Context: an optimization exercise on an open-source flow, tuned for small area and a short achievable clock period. The choices shown serve that exercise and are no tape-out recipe.
In this exercise RTL edits were held to simulation tests only and were not proved equivalent to the original.
Power and IR drop assume default switching activity.

**flow/config.mk**
```make
export PLATFORM = sky130hd
export DESIGN_NAME = singlecycle
export DESIGN_NICKNAME = singlecycle
export VERILOG_FILES = /design/flow/design.v
export SDC_FILE = /design/flow/constraint.sdc
export NUM_CORES = 8
export LEC_CHECK = 0
export CAP_MARGIN = 20
export CORE_MARGIN = 2
export CORE_UTILIZATION = 60
export CTS_CLUSTER_DIAMETER = 80
export CTS_CLUSTER_SIZE = 24
export SETUP_SLACK_MARGIN = 5
export SLEW_MARGIN = 20
export SYNTH_HIERARCHICAL = 1
export SYNTH_MINIMUM_KEEP_SIZE = 0
```
**flow/constraint.sdc**
```tcl
create_clock -name core_clock -period 15.0 [get_ports {i_clk}]
set_input_delay 3.0000 -clock core_clock [delete_from_list [all_inputs] [get_ports {i_clk}]]
set_output_delay 3.0000 -clock core_clock [all_outputs]
set_load 0.01 [all_outputs]
```
**flow/design.v**
```verilog
module rf_rd_bit (
  input  logic [31:1] s,
  input  logic [31:1] d,
  output logic        y
);
  logic [3:0] p;
  ao8  u0 (.s(s[8:1]),   .d(d[8:1]),   .y(p[0]));
  ao8  u1 (.s(s[16:9]),  .d(d[16:9]),  .y(p[1]));
  ao8  u2 (.s(s[24:17]), .d(d[24:17]), .y(p[2]));
  ao7  u3 (.s(s[31:25]), .d(d[31:25]), .y(p[3]));
  or4x uo (.a(p), .y(y));
endmodule
module rf_rd_bit2 (
  input  logic [32:1] s,
  input  logic [32:1] d,
  output logic        y
);
  logic [3:0] p;
  ao8  u0 (.s(s[8:1]),   .d(d[8:1]),   .y(p[0]));
  ao8  u1 (.s(s[16:9]),  .d(d[16:9]),  .y(p[1]));
  ao8  u2 (.s(s[24:17]), .d(d[24:17]), .y(p[2]));
  ao8  u3 (.s(s[32:25]), .d(d[32:25]), .y(p[3]));
  or4x uo (.a(p), .y(y));
endmodule
module add33 (
  input  logic [31:0] a,
  input  logic [31:0] b,
  input  logic        ci,
  output logic [32:0] s
);
  logic gmaj;
  logic g0n_1;
  logic t0n_1;
  logic g0n_2;
  logic t0n_2;
  logic g0n_3;
  logic t0n_3;
  logic g0n_4;
  logic t0n_4;
  logic g0n_5;
  logic t0n_5;
  logic g0n_6;
  logic t0n_6;
  logic g0n_7;
  logic t0n_7;
  logic g0n_8;
  logic t0n_8;
  logic g0n_9;
  logic t0n_9;
  logic g0n_10;
  logic t0n_10;
  logic g0n_11;
  logic t0n_11;
  logic g0n_12;
  logic t0n_12;
  logic g0n_13;
  logic t0n_13;
  logic g0n_14;
  logic t0n_14;
  logic g0n_15;
  logic t0n_15;
  logic g0n_16;
  logic t0n_16;
  logic g0n_17;
  logic t0n_17;
  logic g0n_18;
  logic t0n_18;
  logic g0n_19;
  logic t0n_19;
  logic g0n_20;
  logic t0n_20;
  logic g0n_21;
  logic t0n_21;
  logic g0n_22;
  logic t0n_22;
  logic g0n_23;
  logic t0n_23;
  logic g0n_24;
  logic t0n_24;
  logic g0n_25;
  logic t0n_25;
  logic g0n_26;
  logic t0n_26;
  logic g0n_27;
  logic t0n_27;
  logic g0n_28;
  logic t0n_28;
  logic g0n_29;
  logic t0n_29;
  logic g0n_30;
  logic t0n_30;
  logic g0n_31;
  logic t0n_31;
  logic gmaj_i;
  logic g1_1;
  logic g1_3;
  logic t1_3;
  logic g1_5;
  logic t1_5;
  logic g1_7;
  logic t1_7;
  logic g1_9;
  logic t1_9;
  logic g1_11;
  logic t1_11;
  logic g1_13;
  logic t1_13;
  logic g1_15;
  logic t1_15;
  logic g1_17;
  logic t1_17;
  logic g1_19;
  logic t1_19;
  logic g1_21;
  logic t1_21;
  logic g1_23;
  logic t1_23;
  logic g1_25;
  logic t1_25;
  logic g1_27;
  logic t1_27;
  logic g1_29;
  logic t1_29;
  logic g1_31;
  logic t1_31;
  logic g1_1_i;
  logic g2_2;
  logic g2n_3;
  logic g1_5_i;
  logic t1_5_i;
  logic g2_6;
  logic t2_6;
  logic g2n_7;
  logic t2n_7;
  logic g1_9_i;
  logic t1_9_i;
  logic g2_10;
  logic t2_10;
  logic g2n_11;
  logic t2n_11;
  logic g1_13_i;
  logic t1_13_i;
  logic g2_14;
  logic t2_14;
  logic g2n_15;
  logic t2n_15;
  logic g1_17_i;
  logic t1_17_i;
  logic g2_18;
  logic t2_18;
  logic g2n_19;
  logic t2n_19;
  logic g1_21_i;
  logic t1_21_i;
  logic g2_22;
  logic t2_22;
  logic g2n_23;
  logic t2n_23;
  logic g1_25_i;
  logic t1_25_i;
  logic g2_26;
  logic t2_26;
  logic g2n_27;
  logic t2n_27;
  logic g1_29_i;
  logic t1_29_i;
  logic g2_30;
  logic t2_30;
  logic g2n_31;
  logic t2n_31;
  logic g3_4;
  logic g2n_3_i;
  logic g3n_5;
  logic g3n_6;
  logic g3_7;
  logic g3_12;
  logic t3_12;
  logic g2n_11_i;
  logic t2n_11_i;
  logic g3n_13;
  logic t3n_13;
  logic g3n_14;
  logic t3n_14;
  logic g3_15;
  logic t3_15;
  logic g3_20;
  logic t3_20;
  logic g2n_19_i;
  logic t2n_19_i;
  logic g3n_21;
  logic t3n_21;
  logic g3n_22;
  logic t3n_22;
  logic g3_23;
  logic t3_23;
  logic g3_28;
  logic t3_28;
  logic g2n_27_i;
  logic t2n_27_i;
  logic g3n_29;
  logic t3n_29;
  logic g3n_30;
  logic t3n_30;
  logic g3_31;
  logic t3_31;
  logic g3_7_i;
  logic g4_8;
  logic g4n_9;
  logic g4n_10;
  logic g4_11;
  logic g4n_12;
  logic g4_13;
  logic g4_14;
  logic g4n_15;
  logic g3_23_i;
  logic t3_23_i;
  logic g4_24;
  logic t4_24;
  logic g4n_25;
  logic t4n_25;
  logic g4n_26;
  logic t4n_26;
  logic g4_27;
  logic t4_27;
  logic g4n_28;
  logic t4n_28;
  logic g4_29;
  logic t4_29;
  logic g4_30;
  logic t4_30;
  logic g4n_31;
  logic t4n_31;
  logic g5_16;
  logic g4n_15_i;
  logic g5n_17;
  logic g5n_18;
  logic g5_19;
  logic g5n_20;
  logic g5_21;
  logic g5_22;
  logic g5n_23;
  logic g5n_24;
  logic g5_25;
  logic g5_26;
  logic g5n_27;
  logic g5_28;
  logic g5n_29;
  logic g5n_30;
  logic g5_31;
  logic p0;
  logic p_1;
  logic p_2;
  logic p_3;
  logic p_4;
  logic p_5;
  logic p_6;
  logic p_7;
  logic p_8;
  logic p_9;
  logic p_10;
  logic p_11;
  logic p_12;
  logic p_13;
  logic p_14;
  logic p_15;
  logic p_16;
  logic p_17;
  logic p_18;
  logic p_19;
  logic p_20;
  logic p_21;
  logic p_22;
  logic p_23;
  logic p_24;
  logic p_25;
  logic p_26;
  logic p_27;
  logic p_28;
  logic p_29;
  logic p_30;
  logic p_31;
  g_maj u1 (.a(a[0]), .b(b[0]), .c(ci), .y(gmaj));
  g_nand2 u2 (.a(a[1]), .b(b[1]), .y(g0n_1));
  g_nor2 u3 (.a(a[1]), .b(b[1]), .y(t0n_1));
  g_nand2 u4 (.a(a[2]), .b(b[2]), .y(g0n_2));
  g_nor2 u5 (.a(a[2]), .b(b[2]), .y(t0n_2));
  g_nand2 u6 (.a(a[3]), .b(b[3]), .y(g0n_3));
  g_nor2 u7 (.a(a[3]), .b(b[3]), .y(t0n_3));
  g_nand2 u8 (.a(a[4]), .b(b[4]), .y(g0n_4));
  g_nor2 u9 (.a(a[4]), .b(b[4]), .y(t0n_4));
  g_nand2 u10 (.a(a[5]), .b(b[5]), .y(g0n_5));
  g_nor2 u11 (.a(a[5]), .b(b[5]), .y(t0n_5));
  g_nand2 u12 (.a(a[6]), .b(b[6]), .y(g0n_6));
  g_nor2 u13 (.a(a[6]), .b(b[6]), .y(t0n_6));
  g_nand2 u14 (.a(a[7]), .b(b[7]), .y(g0n_7));
  g_nor2 u15 (.a(a[7]), .b(b[7]), .y(t0n_7));
  g_nand2 u16 (.a(a[8]), .b(b[8]), .y(g0n_8));
  g_nor2 u17 (.a(a[8]), .b(b[8]), .y(t0n_8));
  g_nand2 u18 (.a(a[9]), .b(b[9]), .y(g0n_9));
  g_nor2 u19 (.a(a[9]), .b(b[9]), .y(t0n_9));
  g_nand2 u20 (.a(a[10]), .b(b[10]), .y(g0n_10));
  g_nor2 u21 (.a(a[10]), .b(b[10]), .y(t0n_10));
  g_nand2 u22 (.a(a[11]), .b(b[11]), .y(g0n_11));
  g_nor2 u23 (.a(a[11]), .b(b[11]), .y(t0n_11));
  g_nand2 u24 (.a(a[12]), .b(b[12]), .y(g0n_12));
  g_nor2 u25 (.a(a[12]), .b(b[12]), .y(t0n_12));
  g_nand2 u26 (.a(a[13]), .b(b[13]), .y(g0n_13));
  g_nor2 u27 (.a(a[13]), .b(b[13]), .y(t0n_13));
  g_nand2 u28 (.a(a[14]), .b(b[14]), .y(g0n_14));
  g_nor2 u29 (.a(a[14]), .b(b[14]), .y(t0n_14));
  g_nand2 u30 (.a(a[15]), .b(b[15]), .y(g0n_15));
  g_nor2 u31 (.a(a[15]), .b(b[15]), .y(t0n_15));
  g_nand2 u32 (.a(a[16]), .b(b[16]), .y(g0n_16));
  g_nor2 u33 (.a(a[16]), .b(b[16]), .y(t0n_16));
  g_nand2 u34 (.a(a[17]), .b(b[17]), .y(g0n_17));
  g_nor2 u35 (.a(a[17]), .b(b[17]), .y(t0n_17));
  g_nand2 u36 (.a(a[18]), .b(b[18]), .y(g0n_18));
  g_nor2 u37 (.a(a[18]), .b(b[18]), .y(t0n_18));
  g_nand2 u38 (.a(a[19]), .b(b[19]), .y(g0n_19));
  g_nor2 u39 (.a(a[19]), .b(b[19]), .y(t0n_19));
  g_nand2 u40 (.a(a[20]), .b(b[20]), .y(g0n_20));
  g_nor2 u41 (.a(a[20]), .b(b[20]), .y(t0n_20));
  g_nand2 u42 (.a(a[21]), .b(b[21]), .y(g0n_21));
  g_nor2 u43 (.a(a[21]), .b(b[21]), .y(t0n_21));
  g_nand2 u44 (.a(a[22]), .b(b[22]), .y(g0n_22));
  g_nor2 u45 (.a(a[22]), .b(b[22]), .y(t0n_22));
  g_nand2 u46 (.a(a[23]), .b(b[23]), .y(g0n_23));
  g_nor2 u47 (.a(a[23]), .b(b[23]), .y(t0n_23));
  g_nand2 u48 (.a(a[24]), .b(b[24]), .y(g0n_24));
  g_nor2 u49 (.a(a[24]), .b(b[24]), .y(t0n_24));
  g_nand2 u50 (.a(a[25]), .b(b[25]), .y(g0n_25));
  g_nor2 u51 (.a(a[25]), .b(b[25]), .y(t0n_25));
  g_nand2 u52 (.a(a[26]), .b(b[26]), .y(g0n_26));
  g_nor2 u53 (.a(a[26]), .b(b[26]), .y(t0n_26));
  g_nand2 u54 (.a(a[27]), .b(b[27]), .y(g0n_27));
  g_nor2 u55 (.a(a[27]), .b(b[27]), .y(t0n_27));
  g_nand2 u56 (.a(a[28]), .b(b[28]), .y(g0n_28));
  g_nor2 u57 (.a(a[28]), .b(b[28]), .y(t0n_28));
  g_nand2 u58 (.a(a[29]), .b(b[29]), .y(g0n_29));
  g_nor2 u59 (.a(a[29]), .b(b[29]), .y(t0n_29));
  g_nand2 u60 (.a(a[30]), .b(b[30]), .y(g0n_30));
  g_nor2 u61 (.a(a[30]), .b(b[30]), .y(t0n_30));
  g_nand2 u62 (.a(a[31]), .b(b[31]), .y(g0n_31));
  g_nor2 u63 (.a(a[31]), .b(b[31]), .y(t0n_31));
  g_inv u64 (.a(gmaj), .y(gmaj_i));
  g_oai21 u65 (.a1(t0n_1), .a2(gmaj_i), .b(g0n_1), .y(g1_1));
  g_oai21 u66 (.a1(t0n_3), .a2(g0n_2), .b(g0n_3), .y(g1_3));
  g_nor2 u67 (.a(t0n_3), .b(t0n_2), .y(t1_3));
  g_oai21 u68 (.a1(t0n_5), .a2(g0n_4), .b(g0n_5), .y(g1_5));
  g_nor2 u69 (.a(t0n_5), .b(t0n_4), .y(t1_5));
  g_oai21 u70 (.a1(t0n_7), .a2(g0n_6), .b(g0n_7), .y(g1_7));
  g_nor2 u71 (.a(t0n_7), .b(t0n_6), .y(t1_7));
  g_oai21 u72 (.a1(t0n_9), .a2(g0n_8), .b(g0n_9), .y(g1_9));
  g_nor2 u73 (.a(t0n_9), .b(t0n_8), .y(t1_9));
  g_oai21 u74 (.a1(t0n_11), .a2(g0n_10), .b(g0n_11), .y(g1_11));
  g_nor2 u75 (.a(t0n_11), .b(t0n_10), .y(t1_11));
  g_oai21 u76 (.a1(t0n_13), .a2(g0n_12), .b(g0n_13), .y(g1_13));
  g_nor2 u77 (.a(t0n_13), .b(t0n_12), .y(t1_13));
  g_oai21 u78 (.a1(t0n_15), .a2(g0n_14), .b(g0n_15), .y(g1_15));
  g_nor2 u79 (.a(t0n_15), .b(t0n_14), .y(t1_15));
  g_oai21 u80 (.a1(t0n_17), .a2(g0n_16), .b(g0n_17), .y(g1_17));
  g_nor2 u81 (.a(t0n_17), .b(t0n_16), .y(t1_17));
  g_oai21 u82 (.a1(t0n_19), .a2(g0n_18), .b(g0n_19), .y(g1_19));
  g_nor2 u83 (.a(t0n_19), .b(t0n_18), .y(t1_19));
  g_oai21 u84 (.a1(t0n_21), .a2(g0n_20), .b(g0n_21), .y(g1_21));
  g_nor2 u85 (.a(t0n_21), .b(t0n_20), .y(t1_21));
  g_oai21 u86 (.a1(t0n_23), .a2(g0n_22), .b(g0n_23), .y(g1_23));
  g_nor2 u87 (.a(t0n_23), .b(t0n_22), .y(t1_23));
  g_oai21 u88 (.a1(t0n_25), .a2(g0n_24), .b(g0n_25), .y(g1_25));
  g_nor2 u89 (.a(t0n_25), .b(t0n_24), .y(t1_25));
  g_oai21 u90 (.a1(t0n_27), .a2(g0n_26), .b(g0n_27), .y(g1_27));
  g_nor2 u91 (.a(t0n_27), .b(t0n_26), .y(t1_27));
  g_oai21 u92 (.a1(t0n_29), .a2(g0n_28), .b(g0n_29), .y(g1_29));
  g_nor2 u93 (.a(t0n_29), .b(t0n_28), .y(t1_29));
  g_oai21 u94 (.a1(t0n_31), .a2(g0n_30), .b(g0n_31), .y(g1_31));
  g_nor2 u95 (.a(t0n_31), .b(t0n_30), .y(t1_31));
  g_inv u96 (.a(g1_1), .y(g1_1_i));
  g_oai21 u97 (.a1(t0n_2), .a2(g1_1_i), .b(g0n_2), .y(g2_2));
  g_aoi21 u98 (.a1(t1_3), .a2(g1_1), .b(g1_3), .y(g2n_3));
  g_inv u99 (.a(g1_5), .y(g1_5_i));
  g_inv u100 (.a(t1_5), .y(t1_5_i));
  g_oai21 u101 (.a1(t0n_6), .a2(g1_5_i), .b(g0n_6), .y(g2_6));
  g_nor2 u102 (.a(t0n_6), .b(t1_5_i), .y(t2_6));
  g_aoi21 u103 (.a1(t1_7), .a2(g1_5), .b(g1_7), .y(g2n_7));
  g_nand2 u104 (.a(t1_7), .b(t1_5), .y(t2n_7));
  g_inv u105 (.a(g1_9), .y(g1_9_i));
  g_inv u106 (.a(t1_9), .y(t1_9_i));
  g_oai21 u107 (.a1(t0n_10), .a2(g1_9_i), .b(g0n_10), .y(g2_10));
  g_nor2 u108 (.a(t0n_10), .b(t1_9_i), .y(t2_10));
  g_aoi21 u109 (.a1(t1_11), .a2(g1_9), .b(g1_11), .y(g2n_11));
  g_nand2 u110 (.a(t1_11), .b(t1_9), .y(t2n_11));
  g_inv u111 (.a(g1_13), .y(g1_13_i));
  g_inv u112 (.a(t1_13), .y(t1_13_i));
  g_oai21 u113 (.a1(t0n_14), .a2(g1_13_i), .b(g0n_14), .y(g2_14));
  g_nor2 u114 (.a(t0n_14), .b(t1_13_i), .y(t2_14));
  g_aoi21 u115 (.a1(t1_15), .a2(g1_13), .b(g1_15), .y(g2n_15));
  g_nand2 u116 (.a(t1_15), .b(t1_13), .y(t2n_15));
  g_inv u117 (.a(g1_17), .y(g1_17_i));
  g_inv u118 (.a(t1_17), .y(t1_17_i));
  g_oai21 u119 (.a1(t0n_18), .a2(g1_17_i), .b(g0n_18), .y(g2_18));
  g_nor2 u120 (.a(t0n_18), .b(t1_17_i), .y(t2_18));
  g_aoi21 u121 (.a1(t1_19), .a2(g1_17), .b(g1_19), .y(g2n_19));
  g_nand2 u122 (.a(t1_19), .b(t1_17), .y(t2n_19));
  g_inv u123 (.a(g1_21), .y(g1_21_i));
  g_inv u124 (.a(t1_21), .y(t1_21_i));
  g_oai21 u125 (.a1(t0n_22), .a2(g1_21_i), .b(g0n_22), .y(g2_22));
  g_nor2 u126 (.a(t0n_22), .b(t1_21_i), .y(t2_22));
  g_aoi21 u127 (.a1(t1_23), .a2(g1_21), .b(g1_23), .y(g2n_23));
  g_nand2 u128 (.a(t1_23), .b(t1_21), .y(t2n_23));
  g_inv u129 (.a(g1_25), .y(g1_25_i));
  g_inv u130 (.a(t1_25), .y(t1_25_i));
  g_oai21 u131 (.a1(t0n_26), .a2(g1_25_i), .b(g0n_26), .y(g2_26));
  g_nor2 u132 (.a(t0n_26), .b(t1_25_i), .y(t2_26));
  g_aoi21 u133 (.a1(t1_27), .a2(g1_25), .b(g1_27), .y(g2n_27));
  g_nand2 u134 (.a(t1_27), .b(t1_25), .y(t2n_27));
  g_inv u135 (.a(g1_29), .y(g1_29_i));
  g_inv u136 (.a(t1_29), .y(t1_29_i));
  g_oai21 u137 (.a1(t0n_30), .a2(g1_29_i), .b(g0n_30), .y(g2_30));
  g_nor2 u138 (.a(t0n_30), .b(t1_29_i), .y(t2_30));
  g_aoi21 u139 (.a1(t1_31), .a2(g1_29), .b(g1_31), .y(g2n_31));
  g_nand2 u140 (.a(t1_31), .b(t1_29), .y(t2n_31));
  g_oai21 u141 (.a1(t0n_4), .a2(g2n_3), .b(g0n_4), .y(g3_4));
  g_inv u142 (.a(g2n_3), .y(g2n_3_i));
  g_aoi21 u143 (.a1(t1_5), .a2(g2n_3_i), .b(g1_5), .y(g3n_5));
  g_aoi21 u144 (.a1(t2_6), .a2(g2n_3_i), .b(g2_6), .y(g3n_6));
  g_oai21 u145 (.a1(t2n_7), .a2(g2n_3), .b(g2n_7), .y(g3_7));
  g_oai21 u146 (.a1(t0n_12), .a2(g2n_11), .b(g0n_12), .y(g3_12));
  g_nor2 u147 (.a(t0n_12), .b(t2n_11), .y(t3_12));
  g_inv u148 (.a(g2n_11), .y(g2n_11_i));
  g_inv u149 (.a(t2n_11), .y(t2n_11_i));
  g_aoi21 u150 (.a1(t1_13), .a2(g2n_11_i), .b(g1_13), .y(g3n_13));
  g_nand2 u151 (.a(t1_13), .b(t2n_11_i), .y(t3n_13));
  g_aoi21 u152 (.a1(t2_14), .a2(g2n_11_i), .b(g2_14), .y(g3n_14));
  g_nand2 u153 (.a(t2_14), .b(t2n_11_i), .y(t3n_14));
  g_oai21 u154 (.a1(t2n_15), .a2(g2n_11), .b(g2n_15), .y(g3_15));
  g_nor2 u155 (.a(t2n_15), .b(t2n_11), .y(t3_15));
  g_oai21 u156 (.a1(t0n_20), .a2(g2n_19), .b(g0n_20), .y(g3_20));
  g_nor2 u157 (.a(t0n_20), .b(t2n_19), .y(t3_20));
  g_inv u158 (.a(g2n_19), .y(g2n_19_i));
  g_inv u159 (.a(t2n_19), .y(t2n_19_i));
  g_aoi21 u160 (.a1(t1_21), .a2(g2n_19_i), .b(g1_21), .y(g3n_21));
  g_nand2 u161 (.a(t1_21), .b(t2n_19_i), .y(t3n_21));
  g_aoi21 u162 (.a1(t2_22), .a2(g2n_19_i), .b(g2_22), .y(g3n_22));
  g_nand2 u163 (.a(t2_22), .b(t2n_19_i), .y(t3n_22));
  g_oai21 u164 (.a1(t2n_23), .a2(g2n_19), .b(g2n_23), .y(g3_23));
  g_nor2 u165 (.a(t2n_23), .b(t2n_19), .y(t3_23));
  g_oai21 u166 (.a1(t0n_28), .a2(g2n_27), .b(g0n_28), .y(g3_28));
  g_nor2 u167 (.a(t0n_28), .b(t2n_27), .y(t3_28));
  g_inv u168 (.a(g2n_27), .y(g2n_27_i));
  g_inv u169 (.a(t2n_27), .y(t2n_27_i));
  g_aoi21 u170 (.a1(t1_29), .a2(g2n_27_i), .b(g1_29), .y(g3n_29));
  g_nand2 u171 (.a(t1_29), .b(t2n_27_i), .y(t3n_29));
  g_aoi21 u172 (.a1(t2_30), .a2(g2n_27_i), .b(g2_30), .y(g3n_30));
  g_nand2 u173 (.a(t2_30), .b(t2n_27_i), .y(t3n_30));
  g_oai21 u174 (.a1(t2n_31), .a2(g2n_27), .b(g2n_31), .y(g3_31));
  g_nor2 u175 (.a(t2n_31), .b(t2n_27), .y(t3_31));
  g_inv u176 (.a(g3_7), .y(g3_7_i));
  g_oai21 u177 (.a1(t0n_8), .a2(g3_7_i), .b(g0n_8), .y(g4_8));
  g_aoi21 u178 (.a1(t1_9), .a2(g3_7), .b(g1_9), .y(g4n_9));
  g_aoi21 u179 (.a1(t2_10), .a2(g3_7), .b(g2_10), .y(g4n_10));
  g_oai21 u180 (.a1(t2n_11), .a2(g3_7_i), .b(g2n_11), .y(g4_11));
  g_aoi21 u181 (.a1(t3_12), .a2(g3_7), .b(g3_12), .y(g4n_12));
  g_oai21 u182 (.a1(t3n_13), .a2(g3_7_i), .b(g3n_13), .y(g4_13));
  g_oai21 u183 (.a1(t3n_14), .a2(g3_7_i), .b(g3n_14), .y(g4_14));
  g_aoi21 u184 (.a1(t3_15), .a2(g3_7), .b(g3_15), .y(g4n_15));
  g_inv u185 (.a(g3_23), .y(g3_23_i));
  g_inv u186 (.a(t3_23), .y(t3_23_i));
  g_oai21 u187 (.a1(t0n_24), .a2(g3_23_i), .b(g0n_24), .y(g4_24));
  g_nor2 u188 (.a(t0n_24), .b(t3_23_i), .y(t4_24));
  g_aoi21 u189 (.a1(t1_25), .a2(g3_23), .b(g1_25), .y(g4n_25));
  g_nand2 u190 (.a(t1_25), .b(t3_23), .y(t4n_25));
  g_aoi21 u191 (.a1(t2_26), .a2(g3_23), .b(g2_26), .y(g4n_26));
  g_nand2 u192 (.a(t2_26), .b(t3_23), .y(t4n_26));
  g_oai21 u193 (.a1(t2n_27), .a2(g3_23_i), .b(g2n_27), .y(g4_27));
  g_nor2 u194 (.a(t2n_27), .b(t3_23_i), .y(t4_27));
  g_aoi21 u195 (.a1(t3_28), .a2(g3_23), .b(g3_28), .y(g4n_28));
  g_nand2 u196 (.a(t3_28), .b(t3_23), .y(t4n_28));
  g_oai21 u197 (.a1(t3n_29), .a2(g3_23_i), .b(g3n_29), .y(g4_29));
  g_nor2 u198 (.a(t3n_29), .b(t3_23_i), .y(t4_29));
  g_oai21 u199 (.a1(t3n_30), .a2(g3_23_i), .b(g3n_30), .y(g4_30));
  g_nor2 u200 (.a(t3n_30), .b(t3_23_i), .y(t4_30));
  g_aoi21 u201 (.a1(t3_31), .a2(g3_23), .b(g3_31), .y(g4n_31));
  g_nand2 u202 (.a(t3_31), .b(t3_23), .y(t4n_31));
  g_oai21 u203 (.a1(t0n_16), .a2(g4n_15), .b(g0n_16), .y(g5_16));
  g_inv u204 (.a(g4n_15), .y(g4n_15_i));
  g_aoi21 u205 (.a1(t1_17), .a2(g4n_15_i), .b(g1_17), .y(g5n_17));
  g_aoi21 u206 (.a1(t2_18), .a2(g4n_15_i), .b(g2_18), .y(g5n_18));
  g_oai21 u207 (.a1(t2n_19), .a2(g4n_15), .b(g2n_19), .y(g5_19));
  g_aoi21 u208 (.a1(t3_20), .a2(g4n_15_i), .b(g3_20), .y(g5n_20));
  g_oai21 u209 (.a1(t3n_21), .a2(g4n_15), .b(g3n_21), .y(g5_21));
  g_oai21 u210 (.a1(t3n_22), .a2(g4n_15), .b(g3n_22), .y(g5_22));
  g_aoi21 u211 (.a1(t3_23), .a2(g4n_15_i), .b(g3_23), .y(g5n_23));
  g_aoi21 u212 (.a1(t4_24), .a2(g4n_15_i), .b(g4_24), .y(g5n_24));
  g_oai21 u213 (.a1(t4n_25), .a2(g4n_15), .b(g4n_25), .y(g5_25));
  g_oai21 u214 (.a1(t4n_26), .a2(g4n_15), .b(g4n_26), .y(g5_26));
  g_aoi21 u215 (.a1(t4_27), .a2(g4n_15_i), .b(g4_27), .y(g5n_27));
  g_oai21 u216 (.a1(t4n_28), .a2(g4n_15), .b(g4n_28), .y(g5_28));
  g_aoi21 u217 (.a1(t4_29), .a2(g4n_15_i), .b(g4_29), .y(g5n_29));
  g_aoi21 u218 (.a1(t4_30), .a2(g4n_15_i), .b(g4_30), .y(g5n_30));
  g_oai21 u219 (.a1(t4n_31), .a2(g4n_15), .b(g4n_31), .y(g5_31));
  g_xor2 u220 (.a(a[0]), .b(b[0]), .y(p0));
  g_xor2 u221 (.a(p0), .b(ci), .y(s[0]));
  g_xor2 u222 (.a(a[1]), .b(b[1]), .y(p_1));
  g_xor2 u223 (.a(p_1), .b(gmaj), .y(s[1]));
  g_xor2 u224 (.a(a[2]), .b(b[2]), .y(p_2));
  g_xor2 u225 (.a(p_2), .b(g1_1), .y(s[2]));
  g_xor2 u226 (.a(a[3]), .b(b[3]), .y(p_3));
  g_xor2 u227 (.a(p_3), .b(g2_2), .y(s[3]));
  g_xor2 u228 (.a(a[4]), .b(b[4]), .y(p_4));
  g_xnor2 u229 (.a(p_4), .b(g2n_3), .y(s[4]));
  g_xor2 u230 (.a(a[5]), .b(b[5]), .y(p_5));
  g_xor2 u231 (.a(p_5), .b(g3_4), .y(s[5]));
  g_xor2 u232 (.a(a[6]), .b(b[6]), .y(p_6));
  g_xnor2 u233 (.a(p_6), .b(g3n_5), .y(s[6]));
  g_xor2 u234 (.a(a[7]), .b(b[7]), .y(p_7));
  g_xnor2 u235 (.a(p_7), .b(g3n_6), .y(s[7]));
  g_xor2 u236 (.a(a[8]), .b(b[8]), .y(p_8));
  g_xor2 u237 (.a(p_8), .b(g3_7), .y(s[8]));
  g_xor2 u238 (.a(a[9]), .b(b[9]), .y(p_9));
  g_xor2 u239 (.a(p_9), .b(g4_8), .y(s[9]));
  g_xor2 u240 (.a(a[10]), .b(b[10]), .y(p_10));
  g_xnor2 u241 (.a(p_10), .b(g4n_9), .y(s[10]));
  g_xor2 u242 (.a(a[11]), .b(b[11]), .y(p_11));
  g_xnor2 u243 (.a(p_11), .b(g4n_10), .y(s[11]));
  g_xor2 u244 (.a(a[12]), .b(b[12]), .y(p_12));
  g_xor2 u245 (.a(p_12), .b(g4_11), .y(s[12]));
  g_xor2 u246 (.a(a[13]), .b(b[13]), .y(p_13));
  g_xnor2 u247 (.a(p_13), .b(g4n_12), .y(s[13]));
  g_xor2 u248 (.a(a[14]), .b(b[14]), .y(p_14));
  g_xor2 u249 (.a(p_14), .b(g4_13), .y(s[14]));
  g_xor2 u250 (.a(a[15]), .b(b[15]), .y(p_15));
  g_xor2 u251 (.a(p_15), .b(g4_14), .y(s[15]));
  g_xor2 u252 (.a(a[16]), .b(b[16]), .y(p_16));
  g_xnor2 u253 (.a(p_16), .b(g4n_15), .y(s[16]));
  g_xor2 u254 (.a(a[17]), .b(b[17]), .y(p_17));
  g_xor2 u255 (.a(p_17), .b(g5_16), .y(s[17]));
  g_xor2 u256 (.a(a[18]), .b(b[18]), .y(p_18));
  g_xnor2 u257 (.a(p_18), .b(g5n_17), .y(s[18]));
  g_xor2 u258 (.a(a[19]), .b(b[19]), .y(p_19));
  g_xnor2 u259 (.a(p_19), .b(g5n_18), .y(s[19]));
  g_xor2 u260 (.a(a[20]), .b(b[20]), .y(p_20));
  g_xor2 u261 (.a(p_20), .b(g5_19), .y(s[20]));
  g_xor2 u262 (.a(a[21]), .b(b[21]), .y(p_21));
  g_xnor2 u263 (.a(p_21), .b(g5n_20), .y(s[21]));
  g_xor2 u264 (.a(a[22]), .b(b[22]), .y(p_22));
  g_xor2 u265 (.a(p_22), .b(g5_21), .y(s[22]));
  g_xor2 u266 (.a(a[23]), .b(b[23]), .y(p_23));
  g_xor2 u267 (.a(p_23), .b(g5_22), .y(s[23]));
  g_xor2 u268 (.a(a[24]), .b(b[24]), .y(p_24));
  g_xnor2 u269 (.a(p_24), .b(g5n_23), .y(s[24]));
  g_xor2 u270 (.a(a[25]), .b(b[25]), .y(p_25));
  g_xnor2 u271 (.a(p_25), .b(g5n_24), .y(s[25]));
  g_xor2 u272 (.a(a[26]), .b(b[26]), .y(p_26));
  g_xor2 u273 (.a(p_26), .b(g5_25), .y(s[26]));
  g_xor2 u274 (.a(a[27]), .b(b[27]), .y(p_27));
  g_xor2 u275 (.a(p_27), .b(g5_26), .y(s[27]));
  g_xor2 u276 (.a(a[28]), .b(b[28]), .y(p_28));
  g_xnor2 u277 (.a(p_28), .b(g5n_27), .y(s[28]));
  g_xor2 u278 (.a(a[29]), .b(b[29]), .y(p_29));
  g_xor2 u279 (.a(p_29), .b(g5_28), .y(s[29]));
  g_xor2 u280 (.a(a[30]), .b(b[30]), .y(p_30));
  g_xnor2 u281 (.a(p_30), .b(g5n_29), .y(s[30]));
  g_xor2 u282 (.a(a[31]), .b(b[31]), .y(p_31));
  g_xnor2 u283 (.a(p_31), .b(g5n_30), .y(s[31]));
  g_buf u284 (.a(g5_31), .y(s[32]));
endmodule
module cla13 (
  input  logic [12:0] a,
  input  logic [12:0] b,
  output logic [13:1] c
);
  logic [12:0] g [5];
  logic [12:0] t [5];
  always_comb begin
    g[0] = a & b;
    t[0] = a | b;
    for (int l = 0; l < 4; l++)
      for (int i = 0; i < 13; i++)
        if ((i >> l) & 1) begin
          g[l+1][i] = g[l][i] | (t[l][i] & g[l][((i >> l) << l) - 1]);
          t[l+1][i] = t[l][i] & t[l][((i >> l) << l) - 1];
        end else begin
          g[l+1][i] = g[l][i];
          t[l+1][i] = t[l][i];
        end
    for (int i = 1; i < 14; i++) c[i] = g[4][i-1];
  end
endmodule
module mem_rd_bit (
  input  logic [63:0] s,
  input  logic [63:0] d,
  output logic        y
);
  logic [7:0] p;
  genvar i;
  generate
    for (i = 0; i < 8; i++) begin : g_p
      ao8 u (.s(s[8*i +: 8]), .d(d[8*i +: 8]), .y(p[i]));
    end
  endgenerate
  or8x uo (.a(p), .y(y));
endmodule
module ao8 (
  input  logic [7:0] s,
  input  logic [7:0] d,
  output logic       y
);
  assign y = |(s & d);
endmodule
module ao7 (
  input  logic [6:0] s,
  input  logic [6:0] d,
  output logic       y
);
  assign y = |(s & d);
endmodule
module g_nor2 (
  input  logic a, b,
  output logic y
);
  assign y = ~(a | b);
endmodule
module g_nand2 (
  input  logic a, b,
  output logic y
);
  assign y = ~(a & b);
endmodule
module g_nand4 (
  input  logic a, b, c, d,
  output logic y
);
  assign y = ~(a & b & c & d);
endmodule
module or4x (
  input  logic [3:0] a,
  output logic       y
);
  logic [1:0] n;
  g_nor2  u0 (.a(a[0]), .b(a[1]), .y(n[0]));
  g_nor2  u1 (.a(a[2]), .b(a[3]), .y(n[1]));
  g_nand2 u2 (.a(n[0]), .b(n[1]), .y(y));
endmodule
module or8x (
  input  logic [7:0] a,
  output logic       y
);
  logic [3:0] n;
  g_nor2  u0 (.a(a[0]), .b(a[1]), .y(n[0]));
  g_nor2  u1 (.a(a[2]), .b(a[3]), .y(n[1]));
  g_nor2  u2 (.a(a[4]), .b(a[5]), .y(n[2]));
  g_nor2  u3 (.a(a[6]), .b(a[7]), .y(n[3]));
  g_nand4 u4 (.a(n[0]), .b(n[1]), .c(n[2]), .d(n[3]), .y(y));
endmodule
module ld_bit (
  input  logic [3:0] s,
  input  logic [3:0] d,
  input  logic       a,
  input  logic       e,
  input  logic       f,
  output logic       y
);
  assign y = (|(s & d)) | a | e | f;
endmodule
module wb_ao (
  input  logic [8:0] s,
  input  logic [8:0] d,
  output logic       y
);
  assign y = |(s & d);
endmodule
module and4x (
  input  logic [3:0] a,
  input  logic       en,
  output logic [3:0] y
);
  assign y = a & {4{en}};
endmodule
module g_inv (input logic a, output logic y);
  assign y = ~a;
endmodule
module g_buf (input logic a, output logic y);
  assign y = a;
endmodule
module g_maj (input logic a, b, c, output logic y);
  assign y = (a & b) | (c & (a | b));
endmodule
module g_aoi21 (input logic a1, a2, b, output logic y);
  assign y = ~((a1 & a2) | b);
endmodule
module g_oai21 (input logic a1, a2, b, output logic y);
  assign y = ~((a1 | a2) & b);
endmodule
module g_xor2 (input logic a, b, output logic y);
  assign y = a ^ b;
endmodule
module g_xnor2 (input logic a, b, output logic y);
  assign y = ~(a ^ b);
endmodule
module singlecycle(
  input  wire        i_clk,
  input  wire        i_rst,
  input  wire [31:0] i_io_sw,
  input  wire [31:0] i_io_btn,
  output wire [31:0] o_imem_addr,
  input  wire [31:0] i_imem_data,
  output wire [31:0] o_pc_debug,
  output wire        o_insn_vld,
  output wire [31:0] o_io_ledg,
  output wire [31:0] o_io_ledr,
  output wire [31:0] o_io_lcd,
  output wire [6:0]  o_io_hex0,
  output wire [6:0]  o_io_hex1,
  output wire [6:0]  o_io_hex2,
  output wire [6:0]  o_io_hex3,
  output wire [6:0]  o_io_hex4,
  output wire [6:0]  o_io_hex5,
  output wire [6:0]  o_io_hex6,
  output wire [6:0]  o_io_hex7
);
  logic [31:0] pc, pc_dbg;
  logic        vld;
  wire  [31:0] ins = i_imem_data;
  assign o_imem_addr = pc;
  wire [6:0] op  = ins[6:0];
  wire [2:0] f3  = ins[14:12];
  wire [4:0] rs1a = ins[19:15];
  wire [4:0] rs2a = ins[24:20];
  wire [4:0] rda  = ins[11:7];
  wire is_load  = (op == 7'b0000011);
  wire is_store = (op == 7'b0100011);
  wire is_r     = (op == 7'b0110011);
  wire is_br    = (op == 7'b1100011);
  wire is_i     = (op == 7'b0010011);
  wire is_jal   = (op == 7'b1101111);
  wire is_jalr  = (op == 7'b1100111);
  wire is_lui   = (op == 7'b0110111);
  wire is_auipc = (op == 7'b0010111);
  wire insn_vld = is_load | is_store | is_r | is_br | is_i | is_jal | is_jalr | is_lui | is_auipc;
  wire rd_we    = is_load | is_r | is_i | is_jal | is_jalr | is_lui | is_auipc;
  wire [31:0] imm_i = {{20{ins[31]}}, ins[31:20]};
  wire [31:0] imm_s = {{20{ins[31]}}, ins[31:25], ins[11:7]};
  wire [31:0] imm_b = {{20{ins[31]}}, ins[7], ins[30:25], ins[11:8], 1'b0};
  wire [31:0] imm_j = {{12{ins[31]}}, ins[19:12], ins[20], ins[30:21], 1'b0};
  wire [31:0] imm_u = {ins[31:12], 12'b0};
  logic [31:0] wb;
  logic [31:0] rfq [32];
  logic [31:1] rf_v;
  logic [31:1] rf_we;
  genvar g, b;
  generate
    for (g = 1; g < 32; g++) begin : g_rf
      logic [31:0] q;
      logic        v;
      assign rf_we[g] = rd_we && (rda == g);
      always_ff @(posedge i_clk)
        if (rf_we[g]) q <= wb;
      always_ff @(posedge i_clk or posedge i_rst)
        if (i_rst) v <= 1'b0;
        else if (rf_we[g]) v <= 1'b1;
      assign rfq[g]  = q;
      assign rf_v[g] = v;
    end
  endgenerate
  wire use_rs2 = ins[5] & ~ins[3] & ~ins[2];
  wire [31:0] imm_i_w = imm_i;
  logic [31:1] s1, s2;
  always_comb
    for (int k = 1; k < 32; k++) begin
      s1[k] = rf_v[k] && (rs1a == k);
      s2[k] = rf_v[k] && (rs2a == k) && use_rs2;
    end
  logic [31:0] rs1, opb;
  generate
    for (b = 0; b < 32; b++) begin : g_rfrd
      logic [31:1] col;
      for (g = 1; g < 32; g++) begin : g_c
        assign col[g] = rfq[g][b];
      end
      rf_rd_bit  u1 (.s(s1), .d(col), .y(rs1[b]));
      rf_rd_bit2 u2 (.s({~use_rs2, s2}), .d({imm_i_w[b], col}), .y(opb[b]));
    end
  endgenerate
  wire [31:0] imm_ls = {imm_i[31:5], ins[5] ? ins[11:7] : ins[24:20]};
  wire op_br  = ins[6] & ~ins[2];
  wire op_ri  = ins[4] & ~ins[2];
  wire msub   = op_br | (op_ri && f3[2:1] == 2'b01) | (op_ri && ins[5] && f3 == 3'b000 && ins[30]);
  logic [32:0] madd;
  add33 u_add (.a(rs1), .b(opb ^ {32{msub}}), .ci(msub), .s(madd));
  wire un   = (op_br && f3[2:1] == 2'b11) || (op_ri && f3 == 3'b011);
  wire eq   = (rs1 == opb);
  wire less = un ? (~madd[32] | (opb == 32'b0))
                 : ((rs1[31] ^ opb[31]) ? rs1[31] : madd[31]);
  logic taken;
  always_comb
    case (f3)
      3'b000:  taken = eq;
      3'b001:  taken = !eq;
      3'b100:  taken = less;
      3'b101:  taken = !less | eq;
      3'b110:  taken = less;
      3'b111:  taken = !less | eq;
      default: taken = 1'b0;
    endcase
  logic [31:0] imm_pc;
  always_comb begin
    if (is_br)       imm_pc = imm_b;
    else if (is_jal) imm_pc = imm_j;
    else             imm_pc = imm_u;
  end
  wire [31:0] pct = pc + imm_pc;
  wire [4:0]  sh = opb[4:0];
  wire        shl_op = ~f3[2];
  logic [31:0] sh_in, shl;
  always_comb
    for (int k = 0; k < 32; k++) sh_in[k] = shl_op ? rs1[31-k] : rs1[k];
  wire [63:0] shr_w = {{32{ins[30] & rs1[31] & ~shl_op}}, sh_in} >> sh;
  always_comb
    for (int k = 0; k < 32; k++) shl[k] = shr_w[31-k];
  logic [13:1] cy;                     
  cla13 u_cla (.a(rs1[12:0]), .b(imm_ls[12:0]), .c(cy));
  wire [1:0]  off = rs1[1:0] + imm_ls[1:0];
  wire [31:0] ax = rs1 ^ imm_ls;
  wire [31:0] ag = rs1 & imm_ls;
  localparam int NR = 8;
  localparam logic [32*NR-1:0] RK  = {32'h7810, 32'h7800, 32'h7030, 32'h7024,
                                      32'h7020, 32'h7010, 32'h7000, 32'h2000};
  localparam logic [5*NR-1:0]  RLO = {5'd4, 5'd4, 5'd4, 5'd2, 5'd2, 5'd4, 5'd4, 5'd13};
  logic [NR-1:0] hit;
  always_comb
    for (int r = 0; r < NR; r++) begin
      logic ok, ci;
      ok = 1'b1;
      for (int i = 2; i < 32; i++) begin
        if (i == RLO[5*r +: 5]) begin
          ci = (i == 13) ? cy[13] : (i == 4) ? cy[4] : cy[2];
          ok = ok & ~(ax[i] ^ ci ^ RK[32*r + i]);
        end else if (i > RLO[5*r +: 5]) begin
          ci = ax[i-1] ? ~RK[32*r + i - 1] : ag[i-1];
          ok = ok & ~(ax[i] ^ ci ^ RK[32*r + i]);
        end
      end
      hit[r] = ok;
    end
  wire in_mem  = hit[0];
  wire in_ledr = hit[1];
  wire in_ledg = hit[2];
  wire in_seg0 = hit[3];
  wire in_seg1 = hit[4];
  wire in_lcd  = hit[5];
  wire in_sw   = hit[6];
  wire in_btn  = hit[7];
  wire [7:0] sa = rs1[7:0];
  wire [7:0] sb = imm_ls[7:0];
  wire       c2 = (sa[1] & sb[1]) | ((sa[1] | sb[1]) & sa[0] & sb[0]);
  logic [63:0] wsel;
  always_comb
    for (int w = 0; w < 64; w++) begin
      logic [7:0] k;
      logic       ok, ci;
      k  = {w[5:0], 2'b00};
      ok = ~(sa[2] ^ sb[2] ^ c2 ^ k[2]);
      for (int i = 3; i < 8; i++) begin
        ci = (sa[i-1] == sb[i-1]) ? sa[i-1] : ~k[i-1];
        ok = ok & ~(sa[i] ^ sb[i] ^ ci ^ k[i]);
      end
      wsel[w] = ok;
    end
  logic [31:0] memq [64];
  logic [31:0] mem_rd;
  logic [3:0]  lane_we [4];    
  generate
    for (g = 0; g < 64; g++) begin : g_mem
      logic [31:0] q;
      for (b = 0; b < 4; b++) begin : g_lane
        always_ff @(posedge i_clk)
          if (lane_we[g / 16][b] && wsel[g]) q[8*b +: 8] <= sdata[8*b +: 8];
      end
      assign memq[g] = q;
    end
    for (b = 0; b < 32; b++) begin : g_mrd
      logic [63:0] col;
      for (g = 0; g < 64; g++) begin : g_c
        assign col[g] = memq[g][b];
      end
      mem_rd_bit u (.s(wsel), .d(col), .y(mem_rd[b]));
    end
  endgenerate
  logic [3:0]  m0, mask;
  logic [31:0] sdata;
  always_comb begin
    case (f3)
      3'b010:  m0 = 4'b1111;
      3'b001:  m0 = 4'b0011;
      3'b000:  m0 = 4'b0001;
      default: m0 = 4'b0000;
    endcase
    mask  = m0 << off;
    sdata = opb << {off, 3'b000};
  end
  wire st_mem = is_store & in_mem;
  generate
    for (g = 0; g < 4; g++) begin : g_lwe
      and4x u (.a(mask), .en(st_mem), .y(lane_we[g]));
    end
  endgenerate
  logic [16:0] ledr;
  logic [7:0]  ledg;
  logic [31:0] lcd;
  logic [63:0] seg;
  wire seg_h3 = (f3 == 3'b001) && (off == 2'b11);    
  always_ff @(posedge i_clk or posedge i_rst) begin
    if (i_rst) begin
      ledr <= '0;
      ledg <= '0;
      lcd  <= '0;
      seg  <= '0;
    end else if (is_store) begin
      if (in_ledr) ledr <= opb[16:0];
      if (in_ledg) ledg <= opb[7:0];
      if (in_lcd)  lcd  <= opb;
      for (int k = 0; k < 4; k++) begin
        if (in_seg0 && mask[k] && !seg_h3) seg[8*k +: 8]      <= sdata[8*k +: 8];
        if (in_seg1 && mask[k] && !seg_h3) seg[32 + 8*k +: 8] <= sdata[8*k +: 8];
      end
    end
  end
  assign o_io_ledr = {15'b0, ledr};
  assign o_io_ledg = {24'b0, ledg};
  assign o_io_lcd  = lcd;
  assign o_io_hex0 = seg[6:0];
  assign o_io_hex1 = seg[14:8];
  assign o_io_hex2 = seg[22:16];
  assign o_io_hex3 = seg[30:24];
  assign o_io_hex4 = seg[38:32];
  assign o_io_hex5 = seg[46:40];
  assign o_io_hex6 = seg[54:48];
  assign o_io_hex7 = seg[62:56];
  wire ld_w  = is_load && (f3 == 3'b010);
  wire ld_h  = is_load && (f3 == 3'b001) && (off != 2'b11);
  wire ld_hu = is_load && (f3 == 3'b101) && (off != 2'b11);
  wire ld_b  = is_load && (f3 == 3'b000);
  wire ld_bu = is_load && (f3 == 3'b100);
  logic [3:0] lane_ok;    
  always_comb begin
    lane_ok[0] = ld_w | ld_h | ld_hu | ld_b | ld_bu;
    lane_ok[1] = ld_w | ld_h | ld_hu;
    lane_ok[2] = ld_w;
    lane_ok[3] = ld_w;
  end
  logic [3:0] tk [4];     
  logic [3:0] sg [4];     
  always_comb
    for (int r = 0; r < 4; r++)
      for (int s2 = 0; s2 < 4; s2++) begin
        tk[r][s2] = (s2 >= r) && lane_ok[r] && (s2 - r == off);
        sg[r][s2] = ((r >= 1) && ld_b && (off == s2)) || ((r >= 2) && ld_h && (off + 1 == s2));
      end
  wire [31:0] segw = ({32{in_seg0}} & seg[31:0]) | ({32{in_seg1}} & seg[63:32]);
  logic [31:0] ld_io;
  always_comb begin
    for (int r = 0; r < 4; r++) begin
      logic [7:0] byt;
      logic       sb7;
      byt = '0;
      sb7 = 1'b0;
      for (int s2 = 0; s2 < 4; s2++) begin
        byt = byt | ({8{tk[r][s2]}} & segw[8*s2 +: 8]);
        sb7 = sb7 | (sg[r][s2] & segw[8*s2 + 7]);
      end
      ld_io[8*r +: 8] = byt | {8{sb7}};
    end
    ld_io = ld_io | ({32{is_load & in_ledr}} & {15'b0, ledr})
                  | ({32{is_load & in_ledg}} & {24'b0, ledg})
                  | ({32{is_load & in_lcd}}  & lcd)
                  | ({32{is_load & in_sw}}   & {14'b0, i_io_sw[17:0]})
                  | ({32{is_load & in_btn}}  & {22'b0, i_io_btn[9:0]});
  end
  logic [3:0] tkm [4];
  logic [3:0] sgm;        
  always_comb
    for (int r = 0; r < 4; r++) begin
      tkm[r] = tk[r] & {4{in_mem}};
      sgm[r] = 1'b0;
      for (int s2 = 0; s2 < 4; s2++)
        sgm[r] = sgm[r] | (sg[r][s2] & in_mem & mem_rd[8*s2 + 7]);
    end
  wire [31:0] pc4 = pc + 32'd4;
  wire alu_op = is_r | is_i;
  logic [8:0] wsl;
  always_comb begin
    wsl[0] = alu_op && f3 == 3'b000;       
    wsl[1] = alu_op && f3 == 3'b001;       
    wsl[2] = alu_op && f3 == 3'b100;       
    wsl[3] = alu_op && f3 == 3'b101;       
    wsl[4] = alu_op && f3 == 3'b110;       
    wsl[5] = alu_op && f3 == 3'b111;       
    wsl[6] = is_jal | is_jalr;             
    wsl[7] = is_lui;
    wsl[8] = is_auipc;
  end
  wire slt_wb = alu_op && f3[2:1] == 2'b01 && less;
  logic [31:0] wb_e;
  generate
    for (b = 0; b < 32; b++) begin : g_wbe
      wb_ao u (
        .s(wsl),
        .d({pct[b], imm_u[b], pc4[b], rs1[b] & opb[b], rs1[b] | opb[b], shr_w[b],
            rs1[b] ^ opb[b], shl[b], madd[b]}),
        .y(wb_e[b]));
    end
  endgenerate
  generate
    for (b = 0; b < 32; b++) begin : g_wb
      logic [3:0] dsrc;
      for (g = 0; g < 4; g++) begin : g_s
        assign dsrc[g] = mem_rd[8*g + (b % 8)];
      end
      ld_bit u (.s(tkm[b / 8]), .d(dsrc), .a(b == 0 ? slt_wb : sgm[b / 8]), .e(wb_e[b]), .f(ld_io[b]), .y(wb[b]));
    end
  endgenerate
  logic [31:0] pc_nx;
  always_comb begin
    if (is_jalr)                      pc_nx = madd[31:0];
    else if (is_jal | (is_br & taken)) pc_nx = pct;
    else                              pc_nx = pc4;
  end
  always_ff @(posedge i_clk or posedge i_rst) begin
    if (i_rst) begin
      pc     <= '0;
      pc_dbg <= '0;
      vld    <= 1'b0;
    end else begin
      pc     <= pc_nx;
      pc_dbg <= pc;
      vld    <= insn_vld;
    end
  end
  assign o_pc_debug = pc_dbg;
  assign o_insn_vld = vld;
endmodule
```
**flow/flow/run.sh**
```bash
#!/bin/bash
set -euo pipefail
LATE_MARGIN=6.5

bash standard.sh synth floorplan > flow_1_synth_floorplan.log 2>&1

# the make command of standard.sh, without its setup margin
MK=$(grep '^make ' standard.sh | sed -e 's/ "\${@:-finish}"$//' -e 's/ SETUP_SLACK_MARGIN=[^ ]*//')
eval "$MK SETUP_SLACK_MARGIN=5 'BUFFER_PORTS_ARGS=-buffer_cell sky130_fd_sc_hd__buf_2' place" > flow_2_place.log 2>&1
eval "$MK SETUP_SLACK_MARGIN=$LATE_MARGIN cts"    > flow_3_cts.log 2>&1
eval "$MK SETUP_SLACK_MARGIN=$LATE_MARGIN route"  > flow_4_route.log 2>&1
eval "$MK SETUP_SLACK_MARGIN=$LATE_MARGIN finish" > flow_5_finish.log 2>&1

# nothing left to make; standard.sh writes out/final.def
bash standard.sh finish > flow_6_write_def.log 2>&1
```
**flow/standard.sh**
```bash
#!/bin/bash
# synth_recipe.tcl (not shown) runs the flow's synth.tcl, then flattens the netlist and writes it again
# the make line also repeats each setting of config.mk as NAME=value (left out here)
make -C /OpenROAD-flow-scripts/flow DESIGN_CONFIG=/design/flow/config.mk WORK_HOME=/design/flow/orfs CLKGATE_MAP_FILE= SYNTH_SCRIPT=/design/flow/synth_recipe.tcl "${@:-finish}"
```
==> results.cfg, run 1 <==
[global_routing]
grt_overflow = 0
grt_pass1_vias = 88485
antenna_found_initial = 39
grt_pass1_wl_um = 677100
gr-usage-all-layers = 0.4207
grt_max_degree = 98

[timing]
rsz0062_at_grt = true
max_freq_mhz = 113.4
maxSlewViolCount = 0
worst_slack_ns = 6.178
finalCriticalPeriod_ns = 8.822
slew_headroom = 0.09745
fin_setup_tns_ns = 0
finalClockSkew_ns = 0.07174
post-route-period-util = 0.5881
hold_viol = 0
worst_pin_slew_ns = 1.354
setup_violations = 0

[routing]
routedWlPerCell_um = 38.41
vias_per_cell = 7.426
num_vias = 96720
totalWireLength_um = 500200
ant_nets = 0
drc_errors = 0
drt_pass1_iterations = 10
drt_iter0_drc = 18074

[setup_path]
rr_worst_depth = 22
slowest_delay_ns = 1.14
r2r_slack_ns = 8.36
required_ns = 15.59
r2r_end = g_rf[28].q[8]
crit_family = simple AND/OR/NAND/NOR gates
path_depth = 25
critPathKind = input pin to flip-flop
end_kind = flip-flop
cp_max_fo = 31
slowest_stage = a222oi_1
rr_startpoint = g_rf[20].v
path_buf_inv = 6
crit_path_start_kind = input pin
cp.arrival_ns = 9.41

[run_status]
status = complete, no violations

[final_layout]
syn2layout_area_growth_pct = 12.17
fin_nets = 10148
multi_input_area_um2 = 41360
drive_gt1_frac = 0.1704
regArea_um2 = 96720
final_util = 0.6758
fillers = 15772

[clocking]
h-tree-depth = 4
cts.sinks = 3257
cts_tree = yes
insertion_delay_ns = 0.92
clockBufferDepth = 3
numCtsBuffers = 160
clockRootBuffer = clkbuf_16
clk_pin_slew_ns = 0.10

[floorplanning]
rows = 175
die_y_um = 481.3
initial_core_util = 0.6025
die_x_um = 481.3
io_pins = 315
fp.coreArea_um2 = 226800
dieArea_um2 = 231600

[placed_design]
io_buffers = 239
gp_congestion = 1.057
place_ws_ns = 2.134
dpl.hpwl_um = 327300

[min_path]
hold_start = g_rf[12].v
hp-class = flip-flop to flip-flop
whs_path_depth = 1
min_to = g_rf[12].v

[power]
p_int_mw = 13.23
p_sw_mw = 5.230
pwr-share-seq = 0.574
netSwitchingFraction = 0.2834
clkPwrFrac = 0.267
power_density_nw_per_um2 = 120.4
max-vdd-ir-drop_mv = 0.1353
comb_power_share = 0.160
leakage_nw = 50.46
power_mw = 18.46

[synth]
synth_cells = 9162
netlist_area_um2 = 136700
syn_avg_cell_area_um2 = 14.92
yosys_warnings = 21

[run]
drv_cap = 0
==> placed cells by master, fill, tap and decap left out, types with 29 or more instances in the layout <==
cell / n
edfxtp_1: 3040
xor2_1: 91
mux2i_1: 58
a221oi_2: 35
xnor2_1: 86
nor3_2: 29
nor2_2: 121
buf_12: 46
and2_2: 39
nand4_1: 538
a22o_1: 52
dfrtp_1: 217
buf_6: 79
a222oi_1: 93
a21oi_2: 31
nor2_1: 372
nor2_4: 97
nand3_1: 120
ha_1: 128
o21ai_0: 132
nand2_1: 299
a21o_1: 31
a22oi_1: 2099
o21ai_1: 47
and3_1: 48
and2_1: 253
clkbuf_1: 42
buf_2: 229
mux2_2: 86
inv_1: 124
a21oi_1: 76
or2_2: 35
clkbuf_16: 169
buf_4: 331
conb_1: 106
==> repair_timing <==
action,in CTS,in global routing
gates cloned,11,9
buffers inserted,106,44
pin swaps,88,65
hold buffers,0,0
resized for setup,491,273
setup endpoints to repair,4207,3071
==> state kept, by name, indices dropped and copies added, names as in the netlist <==
register,flops
g_mem.q,2048
g_rf.q,992
seg,64
lcd,32
pc,32
pc_dbg,32
g_rf.v,31
ledr,17
ledg,8
vld,1
==> worst max-delay path by stage <==
stage	start	to	slack (ns)
floorplan	i_imem_data[17]	g_rf[10].q[10]	5.21
detailed placement	i_imem_data[17]	g_rf[22].q[9]	2.13
CTS	i_imem_data[16]	g_rf[26].q[12]	6.50
global route	i_imem_data[16]	g_rf[15].q[23]	6.42
finish	i_imem_data[17]	g_rf[28].q[8]	6.18
global placement	i_imem_data[17]	g_rf[19].q[11]	2.29
==> power groups by stage <==
| stage | Combinational [mW] | Sequential (mW) | Clock, mW |
|---|---|---|---|
| 4_1_cts | 2.72 | 10.6 | 4.91 |
| 6_report | 2.94 | 10.6 | 4.92 |
| 2_1_floorplan | 1.15 | 10.8 | 0 |
| 3_3_place_gp | 2.52 | 10.8 | 0 |
| 5_1_grt | 2.98 | 10.6 | 5.22 |
| 3_5_place_dp | 2.57 | 10.8 | 0 |
==> through the flow <==
stage	std cells	hold WS [ns]	area (um2)
after CTS	12943	0.4896	151600
after detailed placement	12590	0.4652	143900
final	13024	0.5029	153300
after floorplan	9267	0.4097	137100
after global routing	13000	0.5254	153200
after global placement	12589	0.4594	143900
==> layer usage <==
metal  global-route usage  part of all wire  vias up
met4               0.1873             0.058       15
met5             0.004350           0.00044        -
li1                     -                 -    39200
met3               0.1582              0.16     1199
met2               0.5874              0.42     7478
met1               0.5902              0.36    48828
==> final cells by class <==
cell class	instances	area share
flip-flops and latches	3257	0.6309
multi-input cells	5630	0.2698
repair buffers	714	0.03914
clock buffers	204	0.02740
well taps	3009	0.02456
inverters	151	0.004301
clock inverters	32	0.003469
diodes	27	0.0004407
==> inputs of run 2 (changes only) <==
--- a/flow/flow/run.sh
+++ b/flow/flow/run.sh
@@ -2,3 +2,3 @@
 set -euo pipefail
-LATE_MARGIN=6.5
+LATE_MARGIN=7.0
 
==> run 2 against run 1 <==
  * Sequential power barely moved
  * Synthesized cell count is the same
  * Count of clock-buffer cells in the layout did not move
  * Routed wire length is 3.0% higher
  * Cell count up 1.7%
  * Clock power is essentially flat
  * Power up 2.7%
  * Area after synthesis is the same
  * Sequential share of layout area shrank 2.0 points
  * Register-to-register slack worse by 0.04 ns
  * Via count grew 2.1%
  * First-iteration DRC count is 6.4% higher
  * Critical path type unchanged
  * Largest power group unchanged
==> results.cfg, run 2 <==
[setup_path]
required_ns = 15.64
crit_family = simple AND/OR/NAND/NOR gates
critPathKind = input pin to flip-flop
crit_path_start_kind = input pin
cp.arrival_ns = 9.42
r2r_slack_ns = 8.32
end_kind = flip-flop
slowest_stage = a222oi_1
path_buf_inv = 8
cp_max_fo = 32
slowest_delay_ns = 1.12
cpMostUsedCell = buf_12

[global_routing]
grt_max_degree = 98
grt_pass1_wl_um = 688800
grt_overflow = 0
grt_pass1_vias = 89991
gr-usage-all-layers = 0.4283
antenna_found_initial = 34

[placed_design]
dpl.hpwl_um = 327300
io_buffers = 239
gp_congestion = 1.057
placed_cell_area_um2 = 143900

[clocking]
clockBufferDepth = 3
cts.sinks = 3257
numCtsBuffers = 160
clockRootBuffer = clkbuf_16
cts_tree = yes
holdBufCountCts = 0
insertion_delay_ns = 0.92
clk_pin_slew_ns = 0.11
h-tree-depth = 4

[final_layout]
syn2layout_area_growth_pct = 15.78
largest_register_ffs = 2048
final_cell_mix = edfxtp_1 (3040), a22oi_1 (2072), nand4_1 (538), buf_4 (428), nor2_1 (293)
top_regs = g_mem.q: 2048 flops, g_rf.q: 992 flops, seg: 64 flops
fin_nets = 10363
stdcell_area_um2 = 158200
drive_gt1_frac = 0.2265
layout_commonest_cell = edfxtp_1
regMostFlops = g_mem.q
fillers = 15165

[floorplanning]
die_y_um = 481.3
dieArea_um2 = 231600
die_x_um = 481.3
initial_core_util = 0.6025
fp.coreArea_um2 = 226800
rows = 175
io_pins = 315

[power]
comb_power_share = 0.181
max-vdd-ir-drop_mv = 0.1369
p_sw_mw = 5.423
clkPwrFrac = 0.260
leakage_nw = 52.78
pwr-share-seq = 0.559
netSwitchingFraction = 0.2860
power_density_nw_per_um2 = 119.8
p_int_mw = 13.54

[synth]
yosys_warnings = 21
synth_cells = 9162
syn_avg_cell_area_um2 = 14.92
netlist_area_um2 = 136700

[timing]
fin_setup_tns_ns = 0
finalClockSkew_ns = 0.07600
worst_pin_slew_ns = 1.374
finalCriticalPeriod_ns = 8.789
hold_ws_ns = 0.5023
max_freq_mhz = 113.8
hold_viol = 0
setup_violations = 0
post-route-period-util = 0.5859
rsz0062_at_grt = true
slew_headroom = 0.08423
maxSlewViolCount = 0

[routing]
ant_nets = 0
vias_per_cell = 7.455
drt_iter0_drc = 19226
drt_pass1_iterations = 10
num_vias = 98718
routedWlPerCell_um = 38.90
totalWireLength_um = 515200
drc_errors = 0

[min_path]
hp-class = flip-flop to flip-flop

[run]
drv_cap = 0

[run_status]
status = complete, no violations
==> run 2: path summary, 6_finish.rpt <==
kind / from / end / depth (start not counted)
max: i_imem_data[19] / g_rf[13].q[8] / 26
min: g_rf[12].v / g_rf[12].v / 1
max reg2reg: g_rf[20].v / g_rf[13].q[8] / 24
min reg2reg: g_rf[12].v / g_rf[12].v / 1
max in group asynchronous: i_rst / g_rf[15].v / 3
min in group asynchronous: i_rst / pc_dbg[6] / 2
==> run 2: through the flow <==
step                      total power, mW  cells  setup WS [ns]    util
after detailed placement            13.36  12590          2.134  0.6344
after floorplan                     11.93   9267          5.211       -
after global placement              13.30  12589          2.287  0.6344
final                               18.96  13242          6.211  0.6976
after global routing                19.27  13214          6.452  0.6973
after CTS                           18.47  13084          6.845  0.6828
==> run 2: area by class of cell <==
type / instances / area [um2] / area share
flip-flops and latches: 3257 / 96720 / 0.6112
multi-input cells: 5629 / 43020 / 0.2719
repair buffers: 929 / 9236 / 0.05837
clock buffers: 204 / 4200 / 0.02654
well taps: 3009 / 3765 / 0.02379
inverters: 151 / 689.4 / 0.004357
clock inverters: 32 / 531.8 / 0.003360
diodes: 30 / 75.07 / 0.0004744
repair inverters: 1 / 8.758 / 0.00005535
==> run 2: power groups by stage <==
stage               Clock, mW  Sequential, mW  Combinational (mW)
finish                   4.93            10.6                3.44
global placement            0            10.8                2.52
CTS                      4.91            10.6                2.98
global route             5.22            10.6                3.46
floorplan                   0            10.8                1.15
detailed placement          0            10.8                2.57
==> run 2: what timing repair did <==
| action | CTS | global route |
|---|---|---|
| gates resized for setup | 857 | 573 |
| setup endpoints to repair | 5041 | 3071 |
| pin swaps | 166 | 152 |
| buffers inserted | 228 | 95 |
| cloned | 30 | 31 |
==> run 2: metal layers <==
metal | share of wire | wire, um | global-route usage | vias up
met5 | 0.00053 | 275 | 0.004350 | -
met1 | 0.36 | 183200 | 0.5984 | 49684
met3 | 0.17 | 85040 | 0.1657 | 1389
met4 | 0.061 | 31360 | 0.1933 | 21
met2 | 0.42 | 215300 | 0.5961 | 7958
li1 | - | - | - | 39666

==> separate check: timing with driven ports <==
The flow's constraints put no driver on any port. The routed layouts listed below were extracted and timed again, unchanged, in two steps.
Step 1: set_driving_cell puts a clkbuf_16 on i_clk and a buf_2 on each other input, an assumption about the parent block.
Step 2 moves the port delays by t, midway between the first and last clock arrival at a register: inputs arrive t later, outputs are due t later. That takes back most of the time a late clock gives input paths.
a / b / c = ideal ports / drivers / drivers and shift; a / b = the first two.
| run | t, ns | setup WS [ns] | pins driven straight from the clock port |
|---|---|---|---|
| run 1 | 0.973 | 6.178 / 6.232 / 5.259 | 1 |
| run 2 | 0.977 | 6.211 / 6.250 / 5.273 | 1 |
After both steps setup and hold are still met in every run listed. For run 2, which loses most, drivers alone change the setup slack by +0.039 ns; drivers and shift together by -0.938 ns.
